This design comes from an exercise in tuning for a short achievable clock period and few clock cycles on the open sky130 flow, not from production work. At most, simulation tests tie the RTL to the original design; equivalence was not proved. Power and IR drop assume default switching activity.

==> inputs of run C <==
==> flow/design.v <==
module ks_add #(parameter N = 32) (
    input  [N-1:0] a, b,
    input          ci,
    output [N-1:0] s,
    output         co
);
    localparam L = (N > 16) ? 5 : (N > 8) ? 4 : (N > 4) ? 3 : (N > 2) ? 2 : 1;    
    reg [N-1:0] g [0:L];
    reg [N-1:0] p [0:L];
    integer k, i;
    always @* begin
        g[0] = a & b;
        p[0] = a ^ b;
        g[0][0] = (a[0] & b[0]) | ((a[0] ^ b[0]) & ci);
        for (k = 0; k < L; k = k + 1)
            for (i = 0; i < N; i = i + 1)
                if (i >= (1 << k)) begin
                    g[k+1][i] = g[k][i] | (p[k][i] & g[k][i-(1<<k)]);
                    p[k+1][i] = p[k][i] & p[k][i-(1<<k)];
                end else begin
                    g[k+1][i] = g[k][i];
                    p[k+1][i] = p[k][i];
                end
    end
    assign s  = p[0] ^ {g[L][N-2:0], ci};
    assign co = g[L][N-1];
endmodule
module alu(
    input [31:0] a, b,
    input [4:0] sh,
    input s_add, s_sub, s_and, s_or, s_xor, s_nand, s_sll, s_srl, s_ones, s_const,
    input [31:0] cval,
    output [31:0] y,
    output lt
);
    wire [31:0] sum, diff;
    wire co_sum, co_diff;
    ks_add #(32) add_u(.a(a), .b(b),  .ci(1'b0), .s(sum),  .co(co_sum));
    ks_add #(32) sub_u(.a(a), .b(~b), .ci(1'b1), .s(diff), .co(co_diff));
    wire [31:0] shl  = a << sh;
    wire [31:0] shr  = a >> sh;
    assign lt = !co_diff;
    assign y = ({32{s_add}}  & sum)
             | ({32{s_sub}}  & diff)
             | ({32{s_and}}  & (a & b))
             | ({32{s_or}}   & (a | b))
             | ({32{s_xor}}  & (a ^ b))
             | ({32{s_nand}} & ~(a & b))
             | ({32{s_sll}}  & shl)
             | ({32{s_srl}}  & shr)
             | ({32{s_ones}})
             | ({32{s_const}} & cval);
endmodule
module reg_file(
    input clk,
    input [4:0] ra1, ra2, wa,
    input we,
    input [31:0] wd,
    output [31:0] rr1, rr2
);
    reg [31:0] rf [1:31];
    assign rr1 = (ra1 == 5'd0) ? 32'h00000000 : rf[ra1];
    assign rr2 = (ra2 == 5'd0) ? 32'h00000000 : rf[ra2];
    always @(posedge clk)
        if (we && wa != 5'd0) rf[wa] <= wd;
endmodule
module computer(
    input clk, rstd,
    output [7:0]  imem_addr,
    input  [31:0] imem_data,
    output [7:0]  dmem_addr,
    output [31:0] dmem_wdata,
    output [3:0]  dmem_we,
    input  [31:0] dmem_rdata
);
    reg  [7:0]  fa;           
    reg  [7:0]  fa_o;         
    reg  [7:0]  ras;          
    reg  [127:0] bht;         
    reg  [23:0] pc_hi;        
    reg         r_redir;      
    reg  [23:0] r_thi;
    reg         d_valid;
    reg  [31:0] d_ins;
    reg  [7:0]  d_pc8;        
    reg         e_valid, e_rw;
    reg  [4:0]  e_rd;
    reg  [31:0] e_a, e_b, e_imm, e_pcp1, e_btgt, e_pnext, e_cval, e_jtgt;
    reg  [4:0]  e_sh;
    reg         e_s_add, e_s_sub, e_s_and, e_s_or, e_s_xor, e_s_nand, e_s_sll, e_s_srl, e_s_ones, e_s_const;
    reg         e_load, e_cbr, e_jr, e_jal;
    reg         e_c_eq, e_c_ne, e_c_lt, e_c_le;    
    reg  [1:0]  e_ltype;      
    reg  [3:0]  e_swe;
    reg         e_mis_t, e_mis_nt, e_mis_j;
    reg         e_j, e_oth;
    reg         e_st;         
    reg  [7:0]  e_pc8;
    reg         u_we, u_flip;    
    reg  [6:0]  u_idx;
    reg         m_rw, m_load;
    reg  [4:0]  m_rd;
    reg  [31:0] m_res, m_sdata;
    reg  [7:0]  m_daddr;
    reg  [3:0]  m_swe;
    reg  [1:0]  m_ltype;
    reg         w_rw;
    reg  [4:0]  w_rd;
    reg  [31:0] w_val;
    wire        stall;        
    wire [5:0]  fop    = imem_data[31:26];
    wire        f_j    = (fop == 6'd40) || (fop == 6'd41);
    wire        f_jr   = (fop == 6'd42);
    wire        f_cbr  = (fop[5:2] == 4'b1000);
    wire        f_st   = (fop[1:0] == 2'b01) || imem_data[15];    
    wire        f_flip = bht[fa[6:0]];
    wire [7:0]  fa1    = fa + 8'd1;
    wire [7:0]  f_btgt;
    wire        f_btco;
    ks_add #(8) fadd(.a(fa1), .b(imem_data[7:0]), .ci(1'b0), .s(f_btgt), .co(f_btco));
    wire        f_take = f_cbr && (f_st ^ f_flip);
    wire        f_seq  = !f_take && !f_j && !f_jr;
    wire [7:0]  f_ns   = ({8{!stall && f_take}} & f_btgt)
                       | ({8{!stall && f_j}}    & imem_data[7:0])
                       | ({8{!stall && f_jr}}   & ras)
                       | ({8{!stall && f_seq}}  & fa1)
                       | ({8{stall}}            & fa);
    assign imem_addr = fa_o;
    wire        p_rtype = (fop == 6'd0);
    wire        p_iimm  = (fop == 6'd1) || (fop == 6'd4) || (fop == 6'd5) || (fop == 6'd6);
    wire        p_lui   = (fop == 6'd3);
    wire        p_ld    = (fop == 6'd16) || (fop == 6'd18) || (fop == 6'd20);
    wire        p_st    = (fop == 6'd24) || (fop == 6'd26) || (fop == 6'd28);
    wire        p_jal   = (fop == 6'd41);
    wire [4:0]  p_wa    = p_rtype ? imem_data[15:11] : (p_iimm || p_lui || p_ld) ? imem_data[20:16] : p_jal ? 5'd31 : 5'd0;
    reg         d_rtype, d_iimm, d_lui, d_ld, d_st, d_cbr, d_jal, d_jr, d_j, d_rwr, d_use_rs, d_use_rt;
    reg  [4:0]  d_wa;
    wire [5:0]  dop  = d_ins[31:26];
    wire [4:0]  d_rs = d_ins[25:21];
    wire [4:0]  d_rt = d_ins[20:16];
    wire [4:0]  d_rdf = d_ins[15:11];
    wire [4:0]  d_fn = d_ins[4:0];
    wire [31:0] d_imm = {{16{d_ins[15]}}, d_ins[15:0]};
    wire d_addi  = (dop == 6'd1);
    wire d_andi  = (dop == 6'd4);
    wire d_ori   = (dop == 6'd5);
    wire d_xori  = (dop == 6'd6);
    wire [31:0] rf_a, rf_b;
    reg_file rf_body(.clk(clk), .ra1(d_rs), .ra2(d_rt), .wa(w_rd), .we(w_rw), .wd(w_val), .rr1(rf_a), .rr2(rf_b));
    wire [31:0] e_res, m_val;
    wire d_fa_e = e_valid && e_rw && e_rd == d_rs;
    wire d_fa_m = m_rw && m_rd == d_rs;
    wire d_fa_w = w_rw && w_rd == d_rs;
    wire d_fb_e = e_valid && e_rw && e_rd == d_rt;
    wire d_fb_m = m_rw && m_rd == d_rt;
    wire d_fb_w = w_rw && w_rd == d_rt;
    wire [31:0] d_a0 = d_fa_m ? m_val : d_fa_w ? w_val : rf_a;
    wire [31:0] d_b0 = d_fb_m ? m_val : d_fb_w ? w_val : rf_b;
    wire [31:0] d_a  = d_fa_e ? e_res : d_a0;
    wire [31:0] d_b  = d_iimm ? d_imm : d_fb_e ? e_res : d_b0;
    wire [31:0] d_pc   = {pc_hi, d_pc8};
    wire [31:0] d_pcp1 = d_pc + 32'd1;
    wire [31:0] d_btgt;
    wire        d_btco;
    ks_add #(32) badd(.a(d_pc), .b(d_imm), .ci(1'b1), .s(d_btgt), .co(d_btco));
    wire [31:0] d_pnext = {pc_hi, fa};
    wire [7:0]  d_lo1 = d_pc8 + 8'd1;
    wire [7:0]  d_bt8;
    wire        d_c8;
    ks_add #(8) badd8(.a(d_pc8), .b(d_ins[7:0]), .ci(1'b1), .s(d_bt8), .co(d_c8));
    wire d_mis_nt = (d_lo1 != fa) || (d_pc8 == 8'hff);
    wire d_bthi_same = (d_ins[15:8] == 8'h00 && !d_c8) || (d_ins[15:8] == 8'hff && d_c8);
    wire d_mis_t  = (d_bt8 != fa) || !d_bthi_same;
    wire d_mis_j  = ({6'b0, d_ins[25:8]} != pc_hi);
    assign stall = d_valid && e_valid && e_load && e_rw &&
                 ((d_use_rs && d_rs == e_rd) || (d_use_rt && d_rt == e_rd));
    wire [4:0] d_opr = d_rtype ? d_fn : d_addi ? 5'd0 : d_andi ? 5'd8 : d_ori ? 5'd9 : d_xori ? 5'd10 : 5'h1f;
    wire d_alu = d_rtype || d_iimm;
    wire [31:0] ea = e_a;
    wire [31:0] eb = e_b;
    wire        e_lt;
    alu alu_body(.a(ea), .b(eb), .sh(e_sh),
                 .s_add(e_s_add), .s_sub(e_s_sub), .s_and(e_s_and), .s_or(e_s_or), .s_xor(e_s_xor),
                 .s_nand(e_s_nand), .s_sll(e_s_sll), .s_srl(e_s_srl), .s_ones(e_s_ones), .s_const(e_s_const),
                 .cval(e_cval), .y(e_res), .lt(e_lt));
    wire [9:0]  e_maddr;
    wire        e_maco;
    ks_add #(10) madd(.a(ea[9:0]), .b(e_imm[9:0]), .ci(1'b0), .s(e_maddr), .co(e_maco));
    wire e_eq = (ea == eb);
    wire e_cond = (e_c_eq && e_eq) || (e_c_ne && !e_eq) || (e_c_lt && e_lt) || (e_c_le && (e_lt || e_eq));
    wire e_r1 = e_valid && e_cbr && e_mis_t;     
    wire e_r0 = e_valid && e_cbr && e_mis_nt;    
    wire e_ro = e_valid && e_oth && e_mis_nt;    
    wire e_rjj = e_valid && e_j && e_mis_j;      
    wire e_rj = e_valid && e_jr && (ea != e_pnext);
    wire redirect = e_rj || e_rjj || e_ro || (e_cond ? e_r1 : e_r0);
    wire [31:0] e_tgt = e_rj ? ea : e_rjj ? e_jtgt : (e_cbr && e_cond) ? e_btgt : e_pcp1;
    wire [7:0]  fa_n  = redirect ? e_tgt[7:0] : f_ns;
    assign dmem_addr  = m_daddr;
    assign dmem_wdata = m_sdata;
    assign dmem_we    = m_swe;
    wire [31:0] m_ld = (m_ltype == 2'd0) ? dmem_rdata
                     : (m_ltype == 2'd1) ? {{16{dmem_rdata[15]}}, dmem_rdata[15:0]}
                     : {{24{dmem_rdata[7]}}, dmem_rdata[7:0]};
    assign m_val = m_load ? m_ld : m_res;
    always @(posedge clk or negedge rstd) begin
        if (!rstd) begin
            fa <= 8'd0;
            pc_hi <= 24'd0;
            r_redir <= 1'b0;
            ras <= 8'd0;
            bht <= 128'd0;
            u_we <= 1'b0;
            d_valid <= 1'b0;
            e_valid <= 1'b0;
            m_rw <= 1'b0;
            w_rw <= 1'b0;
        end else begin
            r_redir <= redirect;
            if (r_redir) pc_hi <= r_thi;
            fa <= fa_n;
            if (e_valid && e_jal) ras <= e_pcp1[7:0];
            u_we <= e_valid && e_cbr;
            if (u_we) bht[u_idx] <= u_flip;
            if (redirect) d_valid <= 1'b0;
            else if (!stall) d_valid <= 1'b1;
            e_valid <= d_valid && !redirect && !stall;
            m_rw <= e_valid && e_rw;
            w_rw <= m_rw;
        end
    end
    always @(posedge clk) begin
        fa_o <= rstd ? fa_n : 8'd0;
        m_swe <= (rstd && e_valid) ? e_swe : 4'd0;
    end
    always @(posedge clk) begin
        if (!stall) begin
            d_ins <= imem_data;
            d_rtype <= p_rtype;
            d_iimm <= p_iimm;
            d_lui <= p_lui;
            d_ld <= p_ld;
            d_st <= p_st;
            d_cbr <= f_cbr;
            d_jal <= p_jal;
            d_jr <= f_jr;
            d_wa <= p_wa;
            d_rwr <= (p_wa != 5'd0);
            d_use_rs <= p_rtype || p_iimm || p_ld || p_st || f_cbr || f_jr;
            d_use_rt <= p_rtype || p_st || f_cbr;
            d_pc8 <= fa;
            d_j <= f_j;
        end
        e_rd <= d_wa;
        e_rw <= d_rwr;
        e_swe <= (dop == 6'd24) ? 4'b1111 : (dop == 6'd26) ? 4'b0011 : (dop == 6'd28) ? 4'b0001 : 4'b0000;
        e_a <= d_a;
        e_b <= d_b;
        e_imm <= d_imm;
        e_sh <= d_ins[10:6];
        e_pcp1 <= d_pcp1;
        e_btgt <= d_btgt;
        e_pnext <= d_pnext;
        e_mis_t <= d_mis_t;
        e_mis_nt <= d_mis_nt;
        e_mis_j <= d_mis_j;
        e_jtgt <= {6'b0, d_ins[25:0]};
        e_j <= d_j;
        e_oth <= !(d_cbr || d_j || d_jr);
        e_cval <= d_jal ? d_pcp1 : {d_ins[15:0], 16'h0000};
        e_s_add  <= d_alu && d_opr == 5'd0;
        e_s_sub  <= d_alu && d_opr == 5'd1;
        e_s_and  <= d_alu && d_opr == 5'd8;
        e_s_or   <= d_alu && d_opr == 5'd9;
        e_s_xor  <= d_alu && d_opr == 5'd10;
        e_s_nand <= d_alu && d_opr == 5'd11;
        e_s_sll  <= d_alu && d_opr == 5'd16;
        e_s_srl  <= d_alu && (d_opr == 5'd17 || d_opr == 5'd18);
        e_s_ones <= d_alu && !(d_opr == 5'd0 || d_opr == 5'd1 || d_opr == 5'd8 || d_opr == 5'd9 || d_opr == 5'd10 ||
                               d_opr == 5'd11 || d_opr == 5'd16 || d_opr == 5'd17 || d_opr == 5'd18);
        e_s_const <= d_lui || d_jal;
        e_load <= d_ld;
        e_st <= (dop[1:0] == 2'b01) || d_ins[15];
        e_pc8 <= d_pc8;
        e_cbr <= d_cbr;
        e_jr <= d_jr;
        e_jal <= d_jal;
        e_c_eq <= (dop[1:0] == 2'd0);
        e_c_ne <= (dop[1:0] == 2'd1);
        e_c_lt <= (dop[1:0] == 2'd2);
        e_c_le <= (dop[1:0] == 2'd3);
        e_ltype <= (dop == 6'd16) ? 2'd0 : (dop == 6'd18) ? 2'd1 : 2'd2;
        r_thi <= e_tgt[31:8];
        u_idx <= e_pc8[6:0];
        u_flip <= e_cond ^ e_st;
        m_rd <= e_rd;
        m_res <= e_res;
        m_load <= e_load;
        m_ltype <= e_ltype;
        m_daddr <= e_maddr[9:2];
        m_sdata <= eb;
        w_rd <= m_rd;
        w_val <= m_val;
    end
endmodule
==> flow/flow/run.sh <==
#!/bin/bash
set -euo pipefail
MARGIN=${MARGIN:-7}
bash standard.sh SETUP_SLACK_MARGIN=$MARGIN finish > orfs_flow.log 2>&1
==> flow/standard.sh <==
#!/bin/bash
# synth_recipe.tcl (not shown) runs the flow's synth.tcl, then flattens the netlist and writes it again
# the make line also repeats each setting of config.mk as NAME=value (left out here)
make -C /OpenROAD-flow-scripts/flow DESIGN_CONFIG=/design/flow/config.mk WORK_HOME=/design/flow/orfs CLKGATE_MAP_FILE= SYNTH_SCRIPT=/design/flow/synth_recipe.tcl "${@:-finish}"
==> flow/config.mk <==
export PLATFORM = sky130hd
export DESIGN_NAME = computer
export DESIGN_NICKNAME = computer
export VERILOG_FILES = /design/flow/design.v
export SDC_FILE = /design/flow/constraint.sdc
export NUM_CORES = 4
export LEC_CHECK = 0
export ABC_CLOCK_PERIOD_IN_PS = 2500
export CAP_MARGIN = 20
export CORE_MARGIN = 2
export CORE_UTILIZATION = 40
export SLEW_MARGIN = 20
==> flow/constraint.sdc <==
create_clock -name core_clock -period 10.0 [get_ports {clk}]
set_input_delay 2.0000 -clock core_clock [delete_from_list [all_inputs] [get_ports {clk}]]
set_output_delay 2.0000 -clock core_clock [all_outputs]
set_load 0.01 [all_outputs]
==> run K (differences from run C) <==
--- a/flow/design.v
+++ b/flow/design.v
@@ -6,3 +6,3 @@
 );
-    localparam L = (N > 16) ? 5 : (N > 8) ? 4 : (N > 4) ? 3 : (N > 2) ? 2 : 1;    
+    localparam L = $clog2(N);
     reg [N-1:0] g [0:L];
@@ -78,3 +78,3 @@
     reg  [7:0]  ras;          
-    reg  [127:0] bht;         
+    reg  [63:0] bht;          
     reg  [23:0] pc_hi;        
@@ -99,3 +99,3 @@
     reg         u_we, u_flip;    
-    reg  [6:0]  u_idx;
+    reg  [5:0]  u_idx;
     reg         m_rw, m_load;
@@ -115,3 +115,3 @@
     wire        f_st   = (fop[1:0] == 2'b01) || imem_data[15];    
-    wire        f_flip = bht[fa[6:0]];
+    wire        f_flip = bht[fa[5:0]];
     wire [7:0]  fa1    = fa + 8'd1;
@@ -211,3 +211,3 @@
             ras <= 8'd0;
-            bht <= 128'd0;
+            bht <= 64'd0;
             u_we <= 1'b0;
@@ -293,3 +293,3 @@
         r_thi <= e_tgt[31:8];
-        u_idx <= e_pc8[6:0];
+        u_idx <= e_pc8[5:0];
         u_flip <= e_cond ^ e_st;
CORE_UTILIZATION = 55   (was 40)
CTS_CLUSTER_DIAMETER = 80   (was not set)
CTS_CLUSTER_SIZE = 30   (was not set)
==> run P (differences from run C) <==
--- a/flow/design.v
+++ b/flow/design.v
@@ -6,3 +6,3 @@
 );
-    localparam L = (N > 16) ? 5 : (N > 8) ? 4 : (N > 4) ? 3 : (N > 2) ? 2 : 1;    
+    localparam L = $clog2(N);
     reg [N-1:0] g [0:L];
@@ -78,3 +78,3 @@
     reg  [7:0]  ras;          
-    reg  [127:0] bht;         
+    reg  [63:0] bht;          
     reg  [23:0] pc_hi;        
@@ -99,3 +99,3 @@
     reg         u_we, u_flip;    
-    reg  [6:0]  u_idx;
+    reg  [5:0]  u_idx;
     reg         m_rw, m_load;
@@ -115,3 +115,3 @@
     wire        f_st   = (fop[1:0] == 2'b01) || imem_data[15];    
-    wire        f_flip = bht[fa[6:0]];
+    wire        f_flip = bht[fa[5:0]];
     wire [7:0]  fa1    = fa + 8'd1;
@@ -211,3 +211,3 @@
             ras <= 8'd0;
-            bht <= 128'd0;
+            bht <= 64'd0;
             u_we <= 1'b0;
@@ -293,3 +293,3 @@
         r_thi <= e_tgt[31:8];
-        u_idx <= e_pc8[6:0];
+        u_idx <= e_pc8[5:0];
         u_flip <= e_cond ^ e_st;
CORE_UTILIZATION = 55   (was 40)
==> run Z (differences from run C) <==
--- a/flow/design.v
+++ b/flow/design.v
@@ -6,3 +6,3 @@
 );
-    localparam L = (N > 16) ? 5 : (N > 8) ? 4 : (N > 4) ? 3 : (N > 2) ? 2 : 1;    
+    localparam L = $clog2(N);
     reg [N-1:0] g [0:L];
@@ -78,3 +78,3 @@
     reg  [7:0]  ras;          
-    reg  [127:0] bht;         
+    reg  [63:0] bht;          
     reg  [23:0] pc_hi;        
@@ -99,3 +99,3 @@
     reg         u_we, u_flip;    
-    reg  [6:0]  u_idx;
+    reg  [5:0]  u_idx;
     reg         m_rw, m_load;
@@ -115,3 +115,3 @@
     wire        f_st   = (fop[1:0] == 2'b01) || imem_data[15];    
-    wire        f_flip = bht[fa[6:0]];
+    wire        f_flip = bht[fa[5:0]];
     wire [7:0]  fa1    = fa + 8'd1;
@@ -211,3 +211,3 @@
             ras <= 8'd0;
-            bht <= 128'd0;
+            bht <= 64'd0;
             u_we <= 1'b0;
@@ -293,3 +293,3 @@
         r_thi <= e_tgt[31:8];
-        u_idx <= e_pc8[6:0];
+        u_idx <= e_pc8[5:0];
         u_flip <= e_cond ^ e_st;
==> summary of the runs <==
Run Z passed the timing, DRC and antenna checks. Run C produced a clean layout. Run K completed without violations. Run P passed the timing, DRC and antenna checks. Of run K and run Z, run Z has the higher non-clock buffer count (gap 61). Against run K, the via count of run P is larger by about 1.5%. Wire length: run K < run P < run Z < run C. Against run C, the utilization of run P is higher by 18 points. The highest cell count belongs to run C, the lowest to run K. In run C the synthesized cell count is larger than in run Z, by 3.1%. Hold slack: run K > run P > run Z > run C. Between run P and run Z, the lower count of clock-buffer cells in the layout is in run Z (gap 6). Against run P, the total power of run K is lower by about 10%.
==> figures <==
item	run P	run C	run K	run Z
Result of the run	finished clean	finished clean	finished clean	finished clean
Number of filler instances in the final layout	9811	16933	10204	16347
Global routing usage on met1	52.3%	35.7%	51.7%	36.1%
Relative contribution of sequential cells to total power	42.2%	41.3%	46.9%	41.6%
Area post-placement	0.0825 sq mm	0.0860 sq mm	0.0825 sq mm	0.0835 sq mm
Number of antenna violations at the first check in global routing	15	6	15	4
Final critical delay including setup and external delays	3590 ps	3400 ps	3620 ps	3570 ps
Largest net degree at the start of global routing	77	75	77	74
HPWL Detailed	168000 um	177000 um	168000 um	174000 um
Post-cts resize count	1061	1038	1071	1067
Measured slew at the worst slew-check pin	1130 ps	1150 ps	1200 ps	1130 ps
Final Net Count	6313	6558	6202	6348
CP Capture Point	r_thi[13]	dmem_wdata[0]	fa_o[5]	fa_o[3]
Hold path endpoint	u_idx[0]	u_idx[0]	m_ltype[1]	u_idx[1]
Origin of the worst min-delay path	e_pc8[0]	e_pc8[0]	e_ltype[1]	e_pc8[1]
Length of routed wiring on met1	108000 um	111000 um	106000 um	107000 um
Mapped Cells	5714	5893	5714	5714
Placement row count	138	165	138	162
Pre-CTS setup slack	4940 ps	5100 ps	4940 ps	4980 ps
Routed via count divided by cell count	7.01	6.34	7.07	6.37
Testbench counts of run C, summed over its fixed seeds: cycles 18,176.
No functional check of the RTL was part of run K, run P and run Z.

what the ideal ports hide:
The results above use ideal ports. As a check the final layouts listed here were re-extracted and re-timed, cells and wires unchanged. Step 1, drivers: a clkbuf_16 drives clk and a buf_2 each remaining input, both assumed. Step 2 moves the port delays by t, midway between the first and last clock arrival at a register: inputs arrive t later, outputs are due t later. That takes back most of the time a late clock gives input paths. a / b / c = ideal / step 1 / step 2; a / b = the first two.
run | shift t [ns] | setup slack, ns | latest minus earliest clock arrival (ns)
run C | 0.908 | 6.602 / 6.517 / 5.778 | 0.063 / 0.063
run K | 0.805 | 6.380 / 6.380 / 5.839 | 0.066 / 0.067
run P | 0.862 | 6.407 / 6.407 / 5.886 | 0.078 / 0.078
run Z | 0.926 | 6.426 / 6.426 / 5.746 | 0.068 / 0.068
After both steps every run listed still meets setup and hold. The setup slack of run C, which loses most, moves by -0.085 ns with the drivers and by -0.824 ns with both steps.
